What follows belongs to an exercise in optimizing a design on an open flow for small area and few clock cycles per item; a production flow would make more cautious choices. RTL that was checked went through simulation tests only; none was proved equivalent to the original. No activity file was given, so power comes from the tool's default toggle rates.

==> run R <==
==> flow/design.v <==
module axi_ram
(
    input  wire                   clk,
    input  wire                   rst,
    input  wire [8-1:0]    s_axi_awid,
    input  wire [8-1:0]  s_axi_awaddr,
    input  wire [7:0]             s_axi_awlen,
    input  wire [2:0]             s_axi_awsize,
    input  wire [1:0]             s_axi_awburst,
    input  wire                   s_axi_awlock,
    input  wire [3:0]             s_axi_awcache,
    input  wire [2:0]             s_axi_awprot,
    input  wire                   s_axi_awvalid,
    output wire                   s_axi_awready,
    input  wire [32-1:0]  s_axi_wdata,
    input  wire [4-1:0]  s_axi_wstrb,
    input  wire                   s_axi_wlast,
    input  wire                   s_axi_wvalid,
    output wire                   s_axi_wready,
    output wire [8-1:0]    s_axi_bid,
    output wire [1:0]             s_axi_bresp,
    output wire                   s_axi_bvalid,
    input  wire                   s_axi_bready,
    input  wire [8-1:0]    s_axi_arid,
    input  wire [8-1:0]  s_axi_araddr,
    input  wire [7:0]             s_axi_arlen,
    input  wire [2:0]             s_axi_arsize,
    input  wire [1:0]             s_axi_arburst,
    input  wire                   s_axi_arlock,
    input  wire [3:0]             s_axi_arcache,
    input  wire [2:0]             s_axi_arprot,
    input  wire                   s_axi_arvalid,
    output wire                   s_axi_arready,
    output wire [8-1:0]    s_axi_rid,
    output wire [32-1:0]  s_axi_rdata,
    output wire [1:0]             s_axi_rresp,
    output wire                   s_axi_rlast,
    output wire                   s_axi_rvalid,
    input  wire                   s_axi_rready
);
reg [31:0] mem [0:63];
reg       w_act;
reg [7:0] w_addr;
reg [7:0] w_cnt;
reg       w_last;
reg       b_valid;
reg [7:0] b_id;
reg       r_act;
reg [7:0] r_addr;
reg [7:0] r_cnt;
reg       r_lastq;
reg [7:0] r_id;
reg [2:0] r_inc;
function [2:0] inc_of;
    input [2:0] size;
    input [1:0] burst;
    begin
        if (burst == 2'b00)
            inc_of = 3'd0;
        else if (size == 3'd0)
            inc_of = 3'd1;
        else if (size == 3'd1)
            inc_of = 3'd2;
        else
            inc_of = 3'd4;
    end
endfunction
wire [7:0] ws_addr = w_act ? w_addr : s_axi_awaddr;
wire [7:0] ws_cnt  = w_act ? w_cnt  : s_axi_awlen;
wire [2:0] ws_inc  = inc_of(s_axi_awsize, s_axi_awburst);
wire       ws_last = w_act ? w_last : (s_axi_awlen == 8'd0);
wire       b_free  = !b_valid || s_axi_bready;
assign s_axi_wready  = s_axi_awvalid && (!ws_last || b_free);
assign s_axi_awready = s_axi_wvalid && ws_last && b_free;
assign s_axi_bvalid  = b_valid;
assign s_axi_bid     = b_id;
assign s_axi_bresp   = 2'b00;
wire w_hs = s_axi_wvalid && s_axi_wready;
always @(posedge clk) begin
    if (w_hs) begin
        w_addr <= ws_addr + {5'd0, ws_inc};
        w_cnt  <= ws_cnt - 8'd1;
        w_last <= (ws_cnt == 8'd1);
        w_act  <= !ws_last;
    end
    if (w_hs && ws_last) begin
        b_valid <= 1'b1;
        b_id    <= s_axi_awid;
    end else if (s_axi_bready) begin
        b_valid <= 1'b0;
    end
    if (rst) begin
        w_act   <= 1'b0;
        b_valid <= 1'b0;
    end
end
integer i;
always @(posedge clk) begin
    for (i = 0; i < 4; i = i + 1) begin
        if (w_hs && s_axi_wstrb[i])
            mem[ws_addr[7:2]][8*i +: 8] <= s_axi_wdata[8*i +: 8];
    end
end
wire r_last = r_lastq;
wire r_hs   = r_act && s_axi_rready;
assign s_axi_arready = !r_act || (s_axi_rready && r_last);
assign s_axi_rvalid  = r_act;
assign s_axi_rid     = r_id;
assign s_axi_rlast   = r_last;
assign s_axi_rresp   = 2'b00;
wire ar_hs = s_axi_arvalid && s_axi_arready;
reg [7:0] r_addr_n;
always @* begin
    if (r_hs && !r_last)
        r_addr_n = r_addr + {5'd0, r_inc};
    else if (ar_hs)
        r_addr_n = s_axi_araddr;
    else
        r_addr_n = r_addr;
end
reg  [31:0] r_data;
wire [31:0] r_word = mem[r_addr_n[7:2]];
assign s_axi_rdata = r_data;
always @(posedge clk) begin
    r_data <= r_word;
    r_addr <= r_addr_n;
    if (r_hs && !r_last) begin
        r_cnt   <= r_cnt - 8'd1;
        r_lastq <= (r_cnt == 8'd1);
    end else if (ar_hs) begin
        r_cnt   <= s_axi_arlen;
        r_lastq <= (s_axi_arlen == 8'd0);
        r_id   <= s_axi_arid;
        r_inc  <= inc_of(s_axi_arsize, s_axi_arburst);
    end
    if (r_hs && r_last)
        r_act <= ar_hs;
    else
        r_act <= r_act || ar_hs;
    if (rst)
        r_act <= 1'b0;
end
endmodule
==> flow/run.sh <==
#!/bin/bash
# synth_recipe.tcl (not shown) runs the flow's synth.tcl, then flattens the netlist and writes it again
# the make line also repeats each setting of config.mk as NAME=value (left out here)
make -C /OpenROAD-flow-scripts/flow DESIGN_CONFIG=/design/flow/config.mk WORK_HOME=/design/flow/orfs CLKGATE_MAP_FILE= SYNTH_SCRIPT=/design/flow/synth_recipe.tcl finish
==> flow/config.mk <==
export PLATFORM = sky130hd
export DESIGN_NAME = axi_ram
export DESIGN_NICKNAME = axi_ram
export VERILOG_FILES = /design/flow/design.v
export SDC_FILE = /design/flow/constraint.sdc
export NUM_CORES = 4
export LEC_CHECK = 0
export CAP_MARGIN = 20
export CORE_MARGIN = 2
export CORE_UTILIZATION = 40
export CTS_CLUSTER_SIZE = 24
export GPL_TIMING_DRIVEN = 0
export SLEW_MARGIN = 20
==> flow/constraint.sdc <==
create_clock -name core_clock -period 5.0 [get_ports {clk}]
set_input_delay 1.0000 -clock core_clock [delete_from_list [all_inputs] [get_ports {clk}]]
set_output_delay 1.0000 -clock core_clock [all_outputs]
set_load 0.01 [all_outputs]
==> run C: changes against run R <==
==> flow/design.v, changed modules only <==
module axi_ram
(
    input  wire                   clk,
    input  wire                   rst,
    input  wire [8-1:0]    s_axi_awid,
    input  wire [8-1:0]  s_axi_awaddr,
    input  wire [7:0]             s_axi_awlen,
    input  wire [2:0]             s_axi_awsize,
    input  wire [1:0]             s_axi_awburst,
    input  wire                   s_axi_awlock,
    input  wire [3:0]             s_axi_awcache,
    input  wire [2:0]             s_axi_awprot,
    input  wire                   s_axi_awvalid,
    output wire                   s_axi_awready,
    input  wire [32-1:0]  s_axi_wdata,
    input  wire [4-1:0]  s_axi_wstrb,
    input  wire                   s_axi_wlast,
    input  wire                   s_axi_wvalid,
    output wire                   s_axi_wready,
    output wire [8-1:0]    s_axi_bid,
    output wire [1:0]             s_axi_bresp,
    output wire                   s_axi_bvalid,
    input  wire                   s_axi_bready,
    input  wire [8-1:0]    s_axi_arid,
    input  wire [8-1:0]  s_axi_araddr,
    input  wire [7:0]             s_axi_arlen,
    input  wire [2:0]             s_axi_arsize,
    input  wire [1:0]             s_axi_arburst,
    input  wire                   s_axi_arlock,
    input  wire [3:0]             s_axi_arcache,
    input  wire [2:0]             s_axi_arprot,
    input  wire                   s_axi_arvalid,
    output wire                   s_axi_arready,
    output wire [8-1:0]    s_axi_rid,
    output wire [32-1:0]  s_axi_rdata,
    output wire [1:0]             s_axi_rresp,
    output wire                   s_axi_rlast,
    output wire                   s_axi_rvalid,
    input  wire                   s_axi_rready
);
reg [31:0] mem [0:63];
reg       w_act;
reg [7:0] w_addr;
reg [7:0] w_cnt;
reg       w_last;
reg       b_valid;
reg [7:0] b_id;
reg       r_act;
reg [7:0] r_nxt;
reg [7:0] r_cnt;
reg       r_lastq;
reg [7:0] r_id;
reg [2:0] r_inc;
function [2:0] inc_of;
    input [2:0] size;
    input [1:0] burst;
    begin
        if (burst == 2'b00)
            inc_of = 3'd0;
        else if (size == 3'd0)
            inc_of = 3'd1;
        else if (size == 3'd1)
            inc_of = 3'd2;
        else
            inc_of = 3'd4;
    end
endfunction
wire [7:0] ws_addr = w_act ? w_addr : s_axi_awaddr;
wire [7:0] ws_cnt  = w_act ? w_cnt  : s_axi_awlen;
wire [2:0] ws_inc  = inc_of(s_axi_awsize, s_axi_awburst);
wire       ws_last = w_act ? w_last : (s_axi_awlen == 8'd0);
wire       b_free  = !b_valid || s_axi_bready;
assign s_axi_wready  = s_axi_awvalid && (!ws_last || b_free);
assign s_axi_awready = s_axi_wvalid && ws_last && b_free;
assign s_axi_bvalid  = b_valid;
assign s_axi_bid     = b_id;
assign s_axi_bresp   = 2'b00;
wire w_hs = s_axi_wvalid && s_axi_wready;
always @(posedge clk) begin
    if (w_hs) begin
        w_addr <= ws_addr + {5'd0, ws_inc};
        w_cnt  <= ws_cnt - 8'd1;
        w_last <= (ws_cnt == 8'd1);
        w_act  <= !ws_last;
    end
    if (w_hs && ws_last) begin
        b_valid <= 1'b1;
        b_id    <= s_axi_awid;
    end else if (s_axi_bready) begin
        b_valid <= 1'b0;
    end
    if (rst) begin
        w_act   <= 1'b0;
        b_valid <= 1'b0;
    end
end
reg        wb_v;
reg  [5:0] wb_addr;
reg  [3:0] wb_strb;
reg [31:0] wb_data;
always @(posedge clk) begin
    wb_v    <= w_hs && !rst;
    wb_addr <= ws_addr[7:2];
    wb_strb <= s_axi_wstrb;
    wb_data <= s_axi_wdata;
end
integer i;
always @(posedge clk) begin
    for (i = 0; i < 4; i = i + 1) begin
        if (wb_v && wb_strb[i])
            mem[wb_addr][8*i +: 8] <= wb_data[8*i +: 8];
    end
end
wire r_last = r_lastq;
wire r_hs   = r_act && s_axi_rready;
assign s_axi_arready = !r_act || (s_axi_rready && r_last);
assign s_axi_rvalid  = r_act;
assign s_axi_rid     = r_id;
assign s_axi_rlast   = r_last;
assign s_axi_rresp   = 2'b00;
wire ar_hs = s_axi_arvalid && s_axi_arready;
wire [7:0] r_addr_n = (r_act && !r_last) ? r_nxt : s_axi_araddr;
wire       r_fetch  = !r_act || s_axi_rready;
reg  [31:0] r_data;
wire [63:0] r_sel = 64'd1 << r_addr_n[7:2];
reg  [31:0] r_word;
integer j;
always @* begin
    r_word = 32'd0;
    for (j = 0; j < 64; j = j + 1)
        r_word = r_word | (mem[j] & {32{r_sel[j]}});
end
assign s_axi_rdata = r_data;
always @(posedge clk) begin
    if (r_fetch)
        r_data <= r_word;
    if (r_hs && !r_last) begin
        r_nxt   <= r_nxt + {5'd0, r_inc};
        r_cnt   <= r_cnt - 8'd1;
        r_lastq <= (r_cnt == 8'd1);
    end else if (ar_hs) begin
        r_nxt   <= s_axi_araddr + {5'd0, inc_of(s_axi_arsize, s_axi_arburst)};
        r_cnt   <= s_axi_arlen;
        r_lastq <= (s_axi_arlen == 8'd0);
        r_id    <= s_axi_arid;
        r_inc   <= inc_of(s_axi_arsize, s_axi_arburst);
    end
    if (r_hs && r_last)
        r_act <= ar_hs;
    else
        r_act <= r_act || ar_hs;
    if (rst)
        r_act <= 1'b0;
end
endmodule
==> flow/flow/run.sh (new file) <==
#!/bin/bash
# The standard layout, with a plain buffer (not a delay cell) on every port.
set -euo pipefail
export BUFFER_PORTS_ARGS="-buffer_cell sky130_fd_sc_hd__buf_2"
bash standard.sh > standard.log 2>&1
==> flow/standard.sh (new file) <==
#!/bin/bash
# synth_recipe.tcl (not shown) runs the flow's synth.tcl, then flattens the netlist and writes it again
# the make line also repeats each setting of config.mk as NAME=value (left out here)
make -C /OpenROAD-flow-scripts/flow DESIGN_CONFIG=/design/flow/config.mk WORK_HOME=/design/flow/orfs CLKGATE_MAP_FILE= SYNTH_SCRIPT=/design/flow/synth_recipe.tcl "${@:-finish}"
CTS_CLUSTER_DIAMETER = 150   (was default)
SETUP_SLACK_MARGIN = 0.4   (was default)
removed: flow/run.sh
==> run M: changes against run R <==
--- a/flow/design.v
+++ b/flow/design.v
@@ -118,8 +118,15 @@
     else
         r_addr_n = r_addr;
 end
+wire [63:0] r_sel = 64'd1 << r_addr_n[7:2];
+reg  [31:0] r_word;
 reg  [31:0] r_data;
-wire [31:0] r_word = mem[r_addr_n[7:2]];
+integer j;
+always @* begin
+    r_word = 32'd0;
+    for (j = 0; j < 64; j = j + 1)
+        r_word = r_word | (mem[j] & {32{r_sel[j]}});
+end
 assign s_axi_rdata = r_data;
 always @(posedge clk) begin
     r_data <= r_word;
CTS_BUF_LIST = sky130_fd_sc_hd__clkbuf_8   (was default)
CTS_CLUSTER_SIZE = default   (was 24)
==> run B: changes against run R <==
==> flow/design.v, changed modules only <==
module axi_ram
(
    input  wire                   clk,
    input  wire                   rst,
    input  wire [8-1:0]    s_axi_awid,
    input  wire [8-1:0]  s_axi_awaddr,
    input  wire [7:0]             s_axi_awlen,
    input  wire [2:0]             s_axi_awsize,
    input  wire [1:0]             s_axi_awburst,
    input  wire                   s_axi_awlock,
    input  wire [3:0]             s_axi_awcache,
    input  wire [2:0]             s_axi_awprot,
    input  wire                   s_axi_awvalid,
    output wire                   s_axi_awready,
    input  wire [32-1:0]  s_axi_wdata,
    input  wire [4-1:0]  s_axi_wstrb,
    input  wire                   s_axi_wlast,
    input  wire                   s_axi_wvalid,
    output wire                   s_axi_wready,
    output wire [8-1:0]    s_axi_bid,
    output wire [1:0]             s_axi_bresp,
    output wire                   s_axi_bvalid,
    input  wire                   s_axi_bready,
    input  wire [8-1:0]    s_axi_arid,
    input  wire [8-1:0]  s_axi_araddr,
    input  wire [7:0]             s_axi_arlen,
    input  wire [2:0]             s_axi_arsize,
    input  wire [1:0]             s_axi_arburst,
    input  wire                   s_axi_arlock,
    input  wire [3:0]             s_axi_arcache,
    input  wire [2:0]             s_axi_arprot,
    input  wire                   s_axi_arvalid,
    output wire                   s_axi_arready,
    output wire [8-1:0]    s_axi_rid,
    output wire [32-1:0]  s_axi_rdata,
    output wire [1:0]             s_axi_rresp,
    output wire                   s_axi_rlast,
    output wire                   s_axi_rvalid,
    input  wire                   s_axi_rready
);
reg [31:0] mem [0:63];
reg       w_act;
reg [7:0] w_addr;
reg [7:0] w_cnt;
reg       w_last;
reg       b_valid;
reg [7:0] b_id;
reg       r_act;
reg [7:0] r_nxt;
reg [7:0] r_cnt;
reg       r_lastq;
reg [7:0] r_id;
reg [2:0] r_inc;
function [2:0] inc_of;
    input [2:0] size;
    input [1:0] burst;
    begin
        if (burst == 2'b00)
            inc_of = 3'd0;
        else if (size == 3'd0)
            inc_of = 3'd1;
        else if (size == 3'd1)
            inc_of = 3'd2;
        else
            inc_of = 3'd4;
    end
endfunction
wire [7:0] ws_addr = w_act ? w_addr : s_axi_awaddr;
wire [7:0] ws_cnt  = w_act ? w_cnt  : s_axi_awlen;
wire [2:0] ws_inc  = inc_of(s_axi_awsize, s_axi_awburst);
wire       ws_last = w_act ? w_last : (s_axi_awlen == 8'd0);
wire       b_free  = !b_valid || s_axi_bready;
assign s_axi_wready  = s_axi_awvalid && (!ws_last || b_free);
assign s_axi_awready = s_axi_wvalid && ws_last && b_free;
assign s_axi_bvalid  = b_valid;
assign s_axi_bid     = b_id;
assign s_axi_bresp   = 2'b00;
wire w_hs = s_axi_wvalid && s_axi_wready;
always @(posedge clk) begin
    if (w_hs) begin
        w_addr <= ws_addr + {5'd0, ws_inc};
        w_cnt  <= ws_cnt - 8'd1;
        w_last <= (ws_cnt == 8'd1);
        w_act  <= !ws_last;
    end
    if (w_hs && ws_last) begin
        b_valid <= 1'b1;
        b_id    <= s_axi_awid;
    end else if (s_axi_bready) begin
        b_valid <= 1'b0;
    end
    if (rst) begin
        w_act   <= 1'b0;
        b_valid <= 1'b0;
    end
end
reg        wb_v;
reg  [5:0] wb_addr;
reg  [3:0] wb_strb;
reg [31:0] wb_data;
always @(posedge clk) begin
    wb_v    <= w_hs && !rst;
    wb_addr <= ws_addr[7:2];
    wb_strb <= s_axi_wstrb;
    wb_data <= s_axi_wdata;
end
integer i;
always @(posedge clk) begin
    for (i = 0; i < 4; i = i + 1) begin
        if (wb_v && wb_strb[i])
            mem[wb_addr][8*i +: 8] <= wb_data[8*i +: 8];
    end
end
wire r_last = r_lastq;
wire r_hs   = r_act && s_axi_rready;
assign s_axi_arready = !r_act || (s_axi_rready && r_last);
assign s_axi_rvalid  = r_act;
assign s_axi_rid     = r_id;
assign s_axi_rlast   = r_last;
assign s_axi_rresp   = 2'b00;
wire ar_hs = s_axi_arvalid && s_axi_arready;
wire [7:0] r_addr_n = (r_act && !r_last) ? r_nxt : s_axi_araddr;
wire       r_fetch  = !r_act || s_axi_rready;
reg  [31:0] r_data;
wire [63:0] r_sel = 64'd1 << r_addr_n[7:2];
reg  [31:0] r_word;
integer j;
always @* begin
    r_word = 32'd0;
    for (j = 0; j < 64; j = j + 1)
        r_word = r_word | (mem[j] & {32{r_sel[j]}});
end
assign s_axi_rdata = r_data;
always @(posedge clk) begin
    if (r_fetch)
        r_data <= r_word;
    if (r_hs && !r_last) begin
        r_nxt   <= r_nxt + {5'd0, r_inc};
        r_cnt   <= r_cnt - 8'd1;
        r_lastq <= (r_cnt == 8'd1);
    end else if (ar_hs) begin
        r_nxt   <= s_axi_araddr + {5'd0, inc_of(s_axi_arsize, s_axi_arburst)};
        r_cnt   <= s_axi_arlen;
        r_lastq <= (s_axi_arlen == 8'd0);
        r_id    <= s_axi_arid;
        r_inc   <= inc_of(s_axi_arsize, s_axi_arburst);
    end
    if (r_hs && r_last)
        r_act <= ar_hs;
    else
        r_act <= r_act || ar_hs;
    if (rst)
        r_act <= 1'b0;
end
endmodule
==> flow/flow/run.sh (new file) <==
#!/bin/bash
# The standard layout, with a plain buffer (not a delay cell) on every port.
set -euo pipefail
export BUFFER_PORTS_ARGS="-buffer_cell sky130_fd_sc_hd__buf_1"
bash standard.sh > standard.log 2>&1
==> flow/standard.sh (new file) <==
#!/bin/bash
# synth_recipe.tcl (not shown) runs the flow's synth.tcl, then flattens the netlist and writes it again
# the make line also repeats each setting of config.mk as NAME=value (left out here)
make -C /OpenROAD-flow-scripts/flow DESIGN_CONFIG=/design/flow/config.mk WORK_HOME=/design/flow/orfs CLKGATE_MAP_FILE= SYNTH_SCRIPT=/design/flow/synth_recipe.tcl "${@:-finish}"
CTS_CLUSTER_DIAMETER = 150   (was default)
CTS_CLUSTER_SIZE = 28   (was 24)
SETUP_SLACK_MARGIN = 0.4   (was default)
removed: flow/run.sh
==> run notes <==
Outcome: run C finished clean; run M complete, but fails checks; run R complete, but fails checks; run B finished clean
Layout check failures: run C -; run M setup timing; run R setup timing; run B -
Core area: run C 197000 sq um; run M 199500 sq um; run R 207500 sq um; run B 197000 sq um
Stages on worst setup path: run C 11; run M 16; run R 13; run B 11
Number of combinational gates with multiple inputs: run C 2031; run M 2427; run R 2692; run B 2031
CP most frequent cell: run C sky130_fd_sc_hd__nand2_1; run M sky130_fd_sc_hd__buf_8; run R sky130_fd_sc_hd__buf_4; run B -
Number of cell instances on the worst register-to-register path: run C 11; run M 16; run R 12; run B 11
Worst clock skew: run C 49.42 ps; run M 122.4 ps; run R 41.33 ps; run B 46.09 ps
Y dimension of the die: run C 449.0 um; run M 451.8 um; run R 461.3 um; run B 449.0 um
Starting utilization of the core area: run C 0.4021; run M 0.4021; run R 0.4031; run B 0.4021
Number of cells in the finished layout apart from fillers: run C 7491; run M 8626; run R 8625; run B 7462
Number of setup buffers added after CTS: run C 0; run M 30; run R 2; run B 0
Cell area after placement: run C 83890 sq um; run M 89940 sq um; run R 89460 sq um; run B 83680 sq um
Inverter count of the layout excluding clock inverters: run C 23; run M 20; run R 16; run B 23
Max-slew headroom: run C 0.2209; run M 0.07697; run R 0.1569; run B 0.1869
Setup Total Neg Slack: run C 0 ps; run M -2396 ps; run R -1331 ps; run B 0 ps
Inserted Clock Buffers: run C 100; run M 363; run R 218; run B 87
Placed cells: run C 7309; run M 7900; run R 8147; run B 7305
Number of detailed-routing iterations run before antenna repair: run C 8; run M 8; run R 8; run B 9
Power consumed by sequential cells: run C 20500 uW; run M 19900 uW; run R 19900 uW; run B 20500 uW
Startpoint of the most critical setup path: run C r_lastq; run M r_addr[1]; run R s_axi_rready; run B r_lastq
Number of buffer cells added on primary ports: run C 153; run M 154; run R 154; run B 153
Final weighted congestion in routability-driven placement: run C 0.9716; run M 1.071; run R 1.021; run B 0.9445
Net Sw Power: run C 6846 uW; run M 12210 uW; run R 12100 uW; run B 6707 uW
Biggest cell delay along the critical path: run C 800 ps; run M 840 ps; run R 670 ps; run B 990 ps
WP data required: run C 5550 ps; run M 5920 ps; run R 5700 ps; run B 5410 ps
Testbench counts of run C, summed over its fixed seeds: cycles 4,720, beats 6,951.
Testbench counts of run B, summed over its fixed seeds: cycles 4,720, beats 6,951.
Only the layout flow was run in run R and run M; the RTL was not checked for function there.

==> what the ideal ports hide <==
No port has a modelled driver above. Below, the same layouts with a new extraction and two added sets of constraints.
Step 1 assumes that a clkbuf_16 drives the clock port and a buf_2 every other input.
Step 2 adds t to the input delays and takes it off the output delays; t is the mean of the earliest and latest rising clock arrival at the registers after step 1. Input paths then give back, and output paths get back, about the clock's delay inside the block.
Three values: ideal ports, drivers, drivers and shift; two values: the first two.
run	t (ns)	setup WS [ns]	hold WS [ns]	clock arrival spread, ns	worst register clock-pin slew, ns
run R	0.952	-0.262 / -0.206 / -1.158	0.472 / 0.407 / 0.575	0.058 / 0.058	0.07 / 0.07
run C	0.851	0.435 / 0.435 / -0.312	0.313 / 0.253 / 0.481	0.055 / 0.055	0.11 / 0.11
run M	1.200	-0.276 / -0.276 / -1.267	0.063 / -0.004 / 0.523	0.130 / 0.129	0.07 / 0.07
run B	0.846	0.254 / 0.254 / -0.374	0.315 / 0.250 / 0.498	0.054 / 0.054	0.12 / 0.12
With both steps, setup timing fails in run C and run B, where it was met with ideal ports. The setup slack of run M, which loses most, moves by 0.000 ns with the drivers and by -0.991 ns with both steps.
